This design comes from an exercise in tuning for small area on the open sky130 flow, not from production work.
The RTL was checked by simulation tests, not by an equivalence proof against the original design.

==> 06-12 <==
==> flow/design.v (excerpt) <==
module uart_fifo_top (
    input  logic        clk,
    input  logic        rst_n,
    input  logic        cfg_parity,
    input  logic [1:0]  cfg_bits,
    input  logic [1:0]  cfg_baud,
    input  logic        tx_push,
    input  logic [7:0]  tx_wdata,
    output logic        tx_full,
    output logic        tx_empty,
    output logic        tx_serial,
    output logic        tx_busy,
    output logic        tx_done,
    input  logic        rx_en,
    input  logic        rx_serial,
    input  logic        rx_pop,
    output logic [7:0]  rx_rdata,
    output logic        rx_full,
    output logic        rx_empty,
    output logic        rx_busy,
    output logic        rx_done
);
export LEC_CHECK = 0
export CAP_MARGIN = 20
export CORE_MARGIN = 2
export CORE_UTILIZATION = 55
export CTS_BUF_LIST = sky130_fd_sc_hd__clkbuf_16
export CTS_CLUSTER_DIAMETER = 150
export CTS_CLUSTER_SIZE = 30
export SLEW_MARGIN = 20
export SYNTH_HIERARCHICAL = 1
export SYNTH_MINIMUM_KEEP_SIZE = 0
create_clock -name core_clock -period 10.0 [get_ports {clk}]
standard.sh (not shown) runs the stock make flow with config.mk's settings and CLKGATE_MAP_FILE= SYNTH_SCRIPT=/design/flow/synth_recipe.tcl, a recipe that flattens the netlist after the stock synthesis.
==> flow/flow/run.sh <==
#!/bin/bash
# Standard layout, with one extra step after placement-time resizing: every
# logic cell and register is set to the smallest drive strength of its own
# function, and the port buffers to buf_1 (the later repair steps upsize
# whatever then needs it). Each tool's output goes to a log of its own.
set -euo pipefail
R=orfs/results/${FLOW_PLATFORM}/uart_fifo_top/base
bash standard.sh synth > synth.log 2>&1
bash standard.sh 3_4_place_resized > place.log 2>&1
RESULTS=$R openroad -no_init -exit flow/downsize.tcl > downsize.log 2>&1
bash standard.sh finish > finish.log 2>&1
==> flow/flow/downsize.tcl <==
# Set every logic cell and register of the placed design to the smallest
# cell of the same function (same name but the drive-strength suffix), and
# the port buffers to buf_1.
set odb $::env(RESULTS)/3_4_place_resized.odb
read_db $odb
set db [ord::get_db]
set block [ord::get_db_block]
set skip {^sky130_fd_sc_hd__(tap|fill|decap|diode|conb|clk|buf|inv|dly|lpflow|probe)}
set saved 0
set n 0
foreach inst [$block getInsts] {
    set m [$inst getMaster]
    set name [$m getName]
    set iname [$inst getName]
    if {[regexp {^(input|output)[0-9]+$} $iname] && [regexp {^sky130_fd_sc_hd__(buf|clkbuf|clkdlybuf4s[0-9]+)_[0-9]+$} $name]} {
        set best [$db findMaster sky130_fd_sc_hd__buf_1]
    } elseif {[regexp $skip $name]} {
        continue
    } elseif {[regexp {^(sky130_fd_sc_hd__\w+?)_(\d+)$} $name -> fam drv]} {
        set best $m
        foreach d {0 1 2} {
            set c [$db findMaster ${fam}_$d]
            if {$c ne "NULL" && $c ne "" && [$c getWidth] < [$best getWidth]} {
                set best $c
            }
        }
    } else {
        continue
    }
    if {[$best getName] ne $name} {
        set saved [expr {$saved + [$m getWidth] - [$best getWidth]}]
        incr n
        puts "swap $iname $name -> [$best getName]"
        $inst swapMaster $best
    }
}
puts "downsized $n instances, width saved [expr {$saved / 1000.0}] um"
write_db $odb
==> 07-04 (differences from 06-12) <==
--- a/flow/design.v
+++ b/flow/design.v
@@ -8,21 +8,10 @@
     output  logic [WIDTH-1:0]           o_q
 );
     always_ff @ (posedge clk)
         o_q <= ~(({WIDTH{i_we_n}} | i_d) & ({WIDTH{i_keep_n}} | o_q));
 endmodule
-module fifo_row_f #(
-    parameter WIDTH = 8
-)(
-    input   logic                       clk,
-    input   logic                       i_x,
-    input   logic [WIDTH-1:0]           i_y,
-    output  logic [WIDTH-1:0]           o_q
-);
-    always_ff @ (posedge clk)
-        o_q <= ~(o_q | ({WIDTH{i_x}} & i_y));
-endmodule
 module fifo_bit_r (
     input   logic                       clk,
     input   logic                       rst_n,
     input   logic                       i_we_n,
     input   logic                       i_keep_n,
@@ -78,101 +67,49 @@
         end
     endgenerate
     assign o_y = t[0*WIDTH +: WIDTH] & t[1*WIDTH +: WIDTH] & t[2*WIDTH +: WIDTH] & t[3*WIDTH +: WIDTH]
                & t[4*WIDTH +: WIDTH] & t[5*WIDTH +: WIDTH] & t[6*WIDTH +: WIDTH] & t[7*WIDTH +: WIDTH];
 endmodule
-module fifo_pdec2_en (
-    input   logic [1:0]                 i_p,
-    input   logic                       i_en,
-    output  logic [3:0]                 o_y_n
-);
-    always_comb
-        for (int k = 0; k < 4; k++)
-            o_y_n[k] = ~(i_en & (i_p == k));
-endmodule
 module fifo #(
     parameter WIDTH         = 32,
-    parameter DEPTH         = 64,
-    parameter FORCE         = 0
+    parameter DEPTH         = 64
 )(
     input   logic                       clk,
-    input   logic                       i_pre,
     input   logic                       i_push,
     input   logic [WIDTH-1:0]           i_wdata,
     input   logic                       i_pop,
     output  logic [WIDTH-1:0]           o_rdata,
     output  logic                       o_full,
     output  logic                       o_empty,
     input   logic                       rst_n
 );
     localparam  PTR_W   = 6;
     logic [PTR_W:0]                 wptr, rptr;
-    logic [PTR_W:0]                 wptr_inc;
     logic [WIDTH*64-1:0]            mem;
     logic                           same;
     assign same     = (wptr[PTR_W-1:0] == rptr[PTR_W-1:0]);
     assign o_full   = same & (wptr[PTR_W] ^ rptr[PTR_W]);
     assign o_empty  = same & ~(wptr[PTR_W] ^ rptr[PTR_W]);
     logic                           wen, ren;
     assign wen      = i_push & ~o_full;
     assign ren      = i_pop & ~o_empty;
-    assign wptr_inc = wptr + 1'b1;
+    logic [7:0]                     wlo_n, whi_n;
+    fifo_pdec_en u_wlo (.i_p(wptr[2:0]), .i_en(wen), .o_y_n(wlo_n));
+    fifo_pdec    u_whi (.i_p(wptr[5:3]), .o_y_n(whi_n));
+    logic [63:0]                    we_n, keep_n;
     genvar i;
     generate
-        if (FORCE == 2) begin : g_f2
-            logic c63, f_w, f_w1, en_e, en_o, wr_e, wr_o;
-            assign c63  = (wptr_inc[PTR_W-1:0] == rptr[PTR_W-1:0]);
-            assign f_w  = ~o_full | ren;
-            assign f_w1 = ~o_full & (~c63 | ren);
-            assign en_e = wptr[0] ? f_w1 : f_w;
-            assign en_o = wptr[0] ? f_w  : f_w1;
-            assign wr_e = wen & rst_n & ~wptr[0];
-            assign wr_o = wen & rst_n &  wptr[0];
-            logic [WIDTH-1:0] y_e, y_o;
-            assign y_e = i_wdata | {WIDTH{~wr_e}};
-            assign y_o = i_wdata | {WIDTH{~wr_o}};
-            logic [3:0] elo_n, olo_n;
-            logic [7:0] ehi_n, ohi_n;
-            fifo_pdec2_en u_elo (.i_p(wptr_inc[2:1]), .i_en(en_e), .o_y_n(elo_n));
-            fifo_pdec     u_ehi (.i_p(wptr_inc[5:3]), .o_y_n(ehi_n));
-            fifo_pdec2_en u_olo (.i_p(wptr[2:1]),     .i_en(en_o), .o_y_n(olo_n));
-            fifo_pdec     u_ohi (.i_p(wptr[5:3]),     .o_y_n(ohi_n));
-            for (i = 0; i < 64; i++) begin : g_row
-                logic x;
-                if (i % 2 == 0) begin : g_e
-                    fifo_wsel u_wsel (.i_a_n(elo_n[(i/2)%4]), .i_b_n(ehi_n[i/8]), .o_y(x));
-                    fifo_row_f #(.WIDTH(WIDTH)) u_row (
-                        .clk (clk), .i_x (x), .i_y (y_e), .o_q (mem[i*WIDTH +: WIDTH]));
-                end else begin : g_o
-                    fifo_wsel u_wsel (.i_a_n(olo_n[(i/2)%4]), .i_b_n(ohi_n[i/8]), .o_y(x));
-                    fifo_row_f #(.WIDTH(WIDTH)) u_row (
-                        .clk (clk), .i_x (x), .i_y (y_o), .o_q (mem[i*WIDTH +: WIDTH]));
-                end
-            end
-        end else begin : g_f01
-            logic wsel;
-            if (FORCE == 1) begin : g_wsel_f
-                assign wsel = (i_pre & (~o_full | i_pop)) | wen;
-            end else begin : g_wsel
-                assign wsel = wen;
-            end
-            logic [7:0] wlo_n, whi_n;
-            fifo_pdec_en u_wlo (.i_p(wptr[2:0]), .i_en(wsel), .o_y_n(wlo_n));
-            fifo_pdec    u_whi (.i_p(wptr[5:3]), .o_y_n(whi_n));
-            for (i = 0; i < 64; i++) begin : g_row
-                logic keep_n, we_n;
-                fifo_wsel u_wsel (.i_a_n(wlo_n[i%8]), .i_b_n(whi_n[i/8]), .o_y(keep_n));
-                if (FORCE == 1) begin : g_f
-                    fifo_row_f #(.WIDTH(WIDTH)) u_row (
-                        .clk (clk), .i_x (keep_n), .i_y (i_wdata), .o_q (mem[i*WIDTH +: WIDTH]));
-                end else begin : g_t
-                    fifo_inv  u_winv (.i_a(keep_n), .o_y(we_n));
-                    fifo_row #(.WIDTH(WIDTH)) u_row (
-                        .clk (clk), .i_we_n (we_n), .i_keep_n (keep_n),
-                        .i_d (i_wdata), .o_q (mem[i*WIDTH +: WIDTH]));
-                end
-            end
+        for (i = 0; i < 64; i++) begin : g_row
+            fifo_wsel u_wsel (.i_a_n(wlo_n[i%8]), .i_b_n(whi_n[i/8]), .o_y(keep_n[i]));
+            fifo_inv  u_winv (.i_a(keep_n[i]), .o_y(we_n[i]));
+            fifo_row #(.WIDTH(WIDTH)) u_row (
+                .clk    (clk),
+                .i_we_n   (we_n[i]),
+                .i_keep_n (keep_n[i]),
+                .i_d      (i_wdata),
+                .o_q    (mem[i*WIDTH +: WIDTH])
+            );
         end
     endgenerate
     logic [7:0]                     rlo_n, rhi_n;
     always_comb begin
         for (int k = 0; k < 8; k++) begin
@@ -191,11 +128,11 @@
         end
     endgenerate
     fifo_sel8 #(.WIDTH(WIDTH)) u_sel_top (.i_sel_n(rhi_n), .i_d(part), .o_y(o_rdata));
     always_ff @ (posedge clk, negedge rst_n) begin
         if (~rst_n)     wptr <= '0;
-        else if (wen)   wptr <= wptr_inc;
+        else if (wen)   wptr <= wptr + 1'b1;
     end
     always_ff @ (posedge clk, negedge rst_n) begin
         if (~rst_n)     rptr <= '0;
         else if (ren)   rptr <= rptr + 1'b1;
     end
@@ -309,11 +246,10 @@
     input   logic [1:0]                 i_cfg_bits,
     input   logic [1:0]                 i_cfg_baud,
     output  logic [DATA_WIDTH-1:0]      o_rx_data,       
     output  logic                       o_rx_busy,
     output  logic                       o_rx_done,
-    output  logic                       o_rx_done_next,  
     input   logic                       rst_n
 );
     localparam logic [2:0] IDLE = 3'd0, START = 3'd1, DATA = 3'd2, PARITY = 3'd3, STOP = 3'd4;
     logic [2:0]     state;
     logic [13:0]    baud_cnt;        
@@ -362,22 +298,21 @@
         endcase
     end
     logic           last_bit;
     assign last_bit = bit_cnt[2] & (bit_cnt[1:0] == i_cfg_bits);
     assign o_rx_busy = (state != IDLE);
-    assign o_rx_done_next = (state == STOP) & tick;
     always_ff @ (posedge clk) begin
         if (state == IDLE || tick) baud_cnt <= '0;
         else                       baud_cnt <= baud_cnt + 1'b1;
     end
     always_ff @ (posedge clk, negedge rst_n) begin
         if (~rst_n) begin
             state           <= IDLE;
             bit_cnt         <= '0;
             o_rx_done       <= 1'b0;
         end else begin
-            o_rx_done       <= o_rx_done_next;
+            o_rx_done       <= (state == STOP) & tick;
             case (state)
                 IDLE: begin
                     if (i_rx_en && ~i_rx_serial) state <= START;
                 end
                 START: begin
@@ -427,20 +362,18 @@
 );
     logic [7:0] tx_fifo_rdata;
     logic       tx_start;
     logic [7:0] rx_data;
     logic [7:0] rx_fifo_rdata;
-    logic       rx_done_next;
     logic       phase;
     always_ff @ (posedge clk, negedge rst_n) begin
         if (~rst_n) phase <= 1'b0;
         else        phase <= ~phase;
     end
     assign tx_start = ~tx_empty & ~tx_busy;
-    fifo #(.WIDTH(8), .DEPTH(64), .FORCE(2)) u_tx_fifo (
+    fifo #(.WIDTH(8), .DEPTH(64)) u_tx_fifo (
         .clk     (clk),
-        .i_pre   (1'b0),
         .i_push  (tx_push),
         .i_wdata (tx_wdata ^ {8{phase}}),
         .i_pop   (tx_start),
         .o_rdata (tx_fifo_rdata),
         .o_full  (tx_full),
@@ -469,16 +402,14 @@
         .i_cfg_bits   (cfg_bits),
         .i_cfg_baud   (cfg_baud),
         .o_rx_data    (rx_data),
         .o_rx_busy    (rx_busy),
         .o_rx_done    (rx_done),
-        .o_rx_done_next (rx_done_next),
         .rst_n        (rst_n)
     );
-    fifo #(.WIDTH(8), .DEPTH(64), .FORCE(1)) u_rx_fifo (
+    fifo #(.WIDTH(8), .DEPTH(64)) u_rx_fifo (
         .clk     (clk),
-        .i_pre   (rx_done_next),
         .i_push  (rx_done),
         .i_wdata (rx_data),
         .i_pop   (rx_pop),
         .o_rdata (rx_fifo_rdata),
         .o_full  (rx_full),
==> impl_metrics.tcl <==
set metrics [dict create \
    syn_to_final_growth_pct -2.63 \
    outcome "timing/DRC/antenna clean" \
    placed_area_mm2 0.0374 \
    seq_area_share_pct 57.7 \
    cp-endpoint "rx_rdata[3]" \
]
The numbers above come from 06-12.

==> impl_metrics.tcl <==
set metrics [dict create \
    placed_area_mm2 0.0393 \
    slew_viol_final 0 \
    r2r_slack_ns 5.72 \
    netlist-cell-type-count 61 \
    synth_xor_area_share_pct 1.57 \
    syn_to_final_growth_pct -16.2 \
    outcome "timing/DRC/antenna clean" \
    n_tap_cell 1155 \
    seq_area_share_pct 55.5 \
    placed_cells 4809 \
    dp_hpwl_mm 83.7 \
]
The numbers above come from 07-04.

-- static timing again, ports no longer ideal --
In the flow no input, the clock included, has a driving cell. The finished layouts below were timed again as built, in two steps. Step 1 (the two cells are an assumption about what drives the block):
set clk [get_ports {clk}]
set_driving_cell -lib_cell sky130_fd_sc_hd__clkbuf_16 $clk
set_driving_cell -lib_cell sky130_fd_sc_hd__buf_2 [delete_from_list [all_inputs] $clk]
Step 2 moves the port delays by t, midway between the first and last clock arrival at a register: inputs arrive t later, outputs are due t later. That takes back most of the time a late clock gives input paths. Three values: ideal, step 1, step 2; two values: the first two.
run | shift t [ns] | setup WS [ns] | cell pins on the clock port's net
06-12 | 0.681 | 3.621 / 3.556 / 3.771 | 1
07-04 | 0.691 | 3.234 / 3.160 / 3.851 | 1
After both steps setup and hold are still met in every run listed.
